This design comes from an exercise in tuning for small area on the open sky130 flow, not from production work.
Function was checked by simulation only, so behaviour that the tests miss may differ from the original.
Power is estimated from default activity; no workload was simulated.

==> run E: inputs <==
## riscv32i_cpu
module riscv32i_cpu (
    input         clk, reset,
    input         Stall,
    input  [31:0] Instr,
    input         Ext_MemWrite,
    input  [31:0] Ext_WriteData, Ext_DataAdr,
    output        MemWrite,
    output [31:0] WriteData, DataAdr, ReadData,
    output [31:0] PC, Result
);
wire [2:0] f3 = Instr[14:12];
wire [4:0] rs1 = Instr[19:15];
wire [4:0] rs2 = Instr[24:20];
wire [4:0] rd  = Instr[11:7];
wire i_alu    =  Instr[4] & ~Instr[2];                           
wire i_upper  =  Instr[4] &  Instr[2];                           
wire i_load   = ~Instr[4] & ~Instr[6] & ~Instr[5];
wire i_store  = ~Instr[4] & ~Instr[6] &  Instr[5];
wire i_branch = ~Instr[4] &  Instr[6] & ~Instr[2];
wire i_jump   = ~Instr[4] &  Instr[6] &  Instr[2];               
wire i_jal    = i_jump & Instr[3];
wire i_jalr   = i_jump & ~Instr[3];
wire i_auipc  = i_upper & ~Instr[5];
wire regwrite = ~(i_store | i_branch);
wire [31:0] rf [1:31];
wire        rf_we = regwrite & ~reset & ~Stall;
wire [31:0] rd_oh = 32'b1 << rd;
genvar gi, gb;
generate
    for (gi = 1; gi < 32; gi = gi + 1) begin : g_rf
        wire        we = rf_we & rd_oh[gi];
        wire        wn = ~we;
        wire [31:0] d;
        reg  [31:0] q;
        for (gb = 0; gb < 32; gb = gb + 1) begin : g_b
            hold_m u (we, wn, Result[gb], q[gb], d[gb]);
        end
        always @(posedge clk) q <= d;
        assign rf[gi] = q;
    end
endgenerate
wire [31:0] oh1 = (reset | i_upper) ? 32'b0 : (32'b1 << rs1);
wire [31:0] oh2 = reset ? 32'b0 : (32'b1 << rs2);
wire [31:0] rd1, rd2;
wire [1023:0] rf_p1, rf_p2;
generate
    for (gi = 1; gi < 32; gi = gi + 1) begin : g_rfcat
        assign rf_p1[gi*32 +: 32] = rf[gi];
        assign rf_p2[gi*32 +: 32] = rf[gi];
    end
endgenerate
assign rf_p1[31:0] = Ext_DataAdr;
wire [31:0] pc_q;
assign rf_p2[31:0] = Ext_WriteData;
onehot_mux #(33) rp1 ({i_auipc & ~reset, oh1[31:1], reset}, {pc_q, rf_p1}, rd1);
onehot_mux #(32) rp2 ({oh2[31:1], reset}, rf_p2, rd2);
wire use_rs2 = ~reset & Instr[5] & ~Instr[2] & (Instr[4] | Instr[6]);    
wire [31:0] imm;         
  ...
clock: 15.0 ns
lec_check: 0
cap_margin: 20
core_margin: 2
core_utilization: 58
cts_buf_list: sky130_fd_sc_hd__clkbuf_16
cts_cluster_diameter: 70
cts_cluster_size: 22
place_density: 0.68
setup_slack_margin: 0.5
slew_margin: 20
synth_hierarchical: 1
run.sh (not shown) runs the stock make flow with config.mk's settings and CLKGATE_MAP_FILE= SYNTH_SCRIPT=/design/flow/synth_recipe.tcl, a recipe that flattens the netlist after the stock synthesis.
==> run Z: changes against run E <==
==> flow/flow/run.sh (new file) <==
#!/bin/bash
# Own layout flow: the standard ORFS flow (standard.sh), with
#  - clock tree synthesis without dummy loads, clkbuf_8 leaf clusters of up to 12 sinks
#    within 45 um,
#  - port buffers of buf_2 instead of the default delay buffer (which repair can then
#    only resize to other delay cells),
#  - power recovery after global routing (downsizes gates off the critical paths).
# ORFS writes each step's full log under orfs/logs/; make's own output goes to flow.log.
set -euo pipefail
export CTS_ARGS="-sink_clustering_enable -repair_clock_nets -dont_use_dummy_load -buf_list sky130_fd_sc_hd__clkbuf_8 -sink_clustering_size 12 -sink_clustering_max_diameter 45"
export BUFFER_PORTS_ARGS="-buffer_cell sky130_fd_sc_hd__buf_2"
export RECOVER_POWER=100
bash standard.sh > flow.log 2>&1
==> flow/standard.sh (new file) <==
#!/bin/bash
# synth_recipe.tcl (not shown) runs the flow's synth.tcl, then flattens the netlist and writes it again
# the make line also repeats each setting of config.mk as NAME=value (left out here)
make -C /OpenROAD-flow-scripts/flow DESIGN_CONFIG=/design/flow/config.mk WORK_HOME=/design/flow/orfs CLKGATE_MAP_FILE= SYNTH_SCRIPT=/design/flow/synth_recipe.tcl "${@:-finish}"
- CTS_BUF_LIST: sky130_fd_sc_hd__clkbuf_16 -> default
- CTS_CLUSTER_DIAMETER: 70 -> default
- CTS_CLUSTER_SIZE: 22 -> default
removed: flow/run.sh
==> run P: changes against run E <==
--- a/flow/design.v
+++ b/flow/design.v
@@ -138,16 +138,23 @@
 wire [31:0] pcn_t;
 generate
     for (gi = 0; gi < 32; gi = gi + 1) begin : g_pcn
         aoi222 u (i_jalr, sum[gi], s_pcadd, pcadd[gi], s_pc4, pc4[gi], pcn_t[gi]);
     end
 endgenerate
 wire [31:0] pcnext = ~(pcn_t | {32{reset}});
-always @(posedge clk)
-    if (reset || !Stall) pc_r <= pcnext;
+wire        pc_we = reset | ~Stall;
+wire        pc_wn = ~pc_we;
+wire [31:0] pc_d;
+generate
+    for (gi = 0; gi < 32; gi = gi + 1) begin : g_pcd
+        hold_m u (pc_we, pc_wn, pcnext[gi], pc_r[gi], pc_d[gi]);
+    end
+endgenerate
+always @(posedge clk) pc_r <= pc_d;
 assign MemWrite  = reset ? Ext_MemWrite : i_store;
 assign DataAdr   = sum;
 assign WriteData = rd2;
 wire [5:0]  madr = sum[7:2];
 wire [63:0] moh  = 64'b1 << madr;
 wire        mem_we = MemWrite & ~Stall;
 wire        m_w = reset | f3[1];
==> flow/flow/run.sh (new file) <==
#!/bin/bash
# Own layout flow: the standard ORFS flow (standard.sh), with
#  - clock tree synthesis without dummy loads, clkbuf_16 leaf clusters of up to 22 sinks
#    within 70 um,
#  - port buffers of buf_2 instead of the default delay buffer (which repair can then
#    only resize to other delay cells),
# ORFS writes each step's full log under orfs/logs/; make's own output goes to flow.log.
set -euo pipefail
export CTS_ARGS="-sink_clustering_enable -repair_clock_nets -dont_use_dummy_load -buf_list sky130_fd_sc_hd__clkbuf_16 -sink_clustering_size 22 -sink_clustering_max_diameter 70"
export BUFFER_PORTS_ARGS="-buffer_cell sky130_fd_sc_hd__buf_2"
bash standard.sh > flow.log 2>&1
==> flow/standard.sh (new file) <==
#!/bin/bash
# synth_recipe.tcl (not shown) runs the flow's synth.tcl, then flattens the netlist and writes it again
# the make line also repeats each setting of config.mk as NAME=value (left out here)
make -C /OpenROAD-flow-scripts/flow DESIGN_CONFIG=/design/flow/config.mk WORK_HOME=/design/flow/orfs CLKGATE_MAP_FILE= SYNTH_SCRIPT=/design/flow/synth_recipe.tcl "${@:-finish}"
- CTS_BUF_LIST: sky130_fd_sc_hd__clkbuf_16 -> default
- CTS_CLUSTER_DIAMETER: 70 -> default
- CTS_CLUSTER_SIZE: 22 -> default
- SETUP_SLACK_MARGIN: 0.5 -> 0.8
removed: flow/run.sh
==> metrics.csv <==
stage;metric;value;unit
outcome;status;finished clean;
worst_setup_path;path_buf_inv;8;
power;switching_share;30.2;%
timing;slew_headroom;13.2;%
final_layout;clk_share;3.76;%
timing;fin_crit;14.83;ns
the above is filed under run E

==> metrics.csv <==
stage;metric;value;unit
timing;slew_headroom;14.4;%
timing;fin_crit;14.57;ns
final_layout;clk_share;3.10;%
synth;ys_warn_count;7;
outcome;status;finished clean;
hold_path;whs_path_depth;1;
power;switching_share;29.4;%
the above is filed under run P

==> metrics.csv <==
stage;metric;value;unit
outcome;violations;capacitance limit, slew limit, setup timing;
timing;setup_viol;18;
power;switching_share;30.6;%
global_route;grt_usage;49.8;%
timing;slew_headroom;-236;%
outcome;status;failed layout checks;
clock_tree;cts_buffer_depth;4;
timing;worst_slack;-0.150;ns
timing;maxSlewViolCount;2159;
run;maxCapViolCount;36;
timing;fin_crit;15.15;ns
the above is filed under run Z

==> port drivers added, routing unchanged <==
How much do the figures lean on ideal ports? The routed layouts below were timed once more, with nothing changed but the port constraints. Step 1 assumes that a clkbuf_16 drives the clock port and a buf_2 every other input. Step 2 times the ports against the registers' clock, not the clock port: input delays grow and output delays shrink by t, the midpoint of the rising clock arrivals with the driver on. Three values: ideal ports, drivers, drivers and shift; two values: the first two.
run	t, ns	setup slack, ns	worst data-port slew with drivers (ns)
run E	0.958	0.175 / 0.144 / 0.144	0.13
run Z	1.179	-0.150 / -0.225 / -0.225	0.23
run P	0.938	0.427 / 0.381 / 0.381	0.21
For run Z, which loses most, drivers alone change the setup slack by -0.075 ns; drivers and shift together by -0.075 ns.
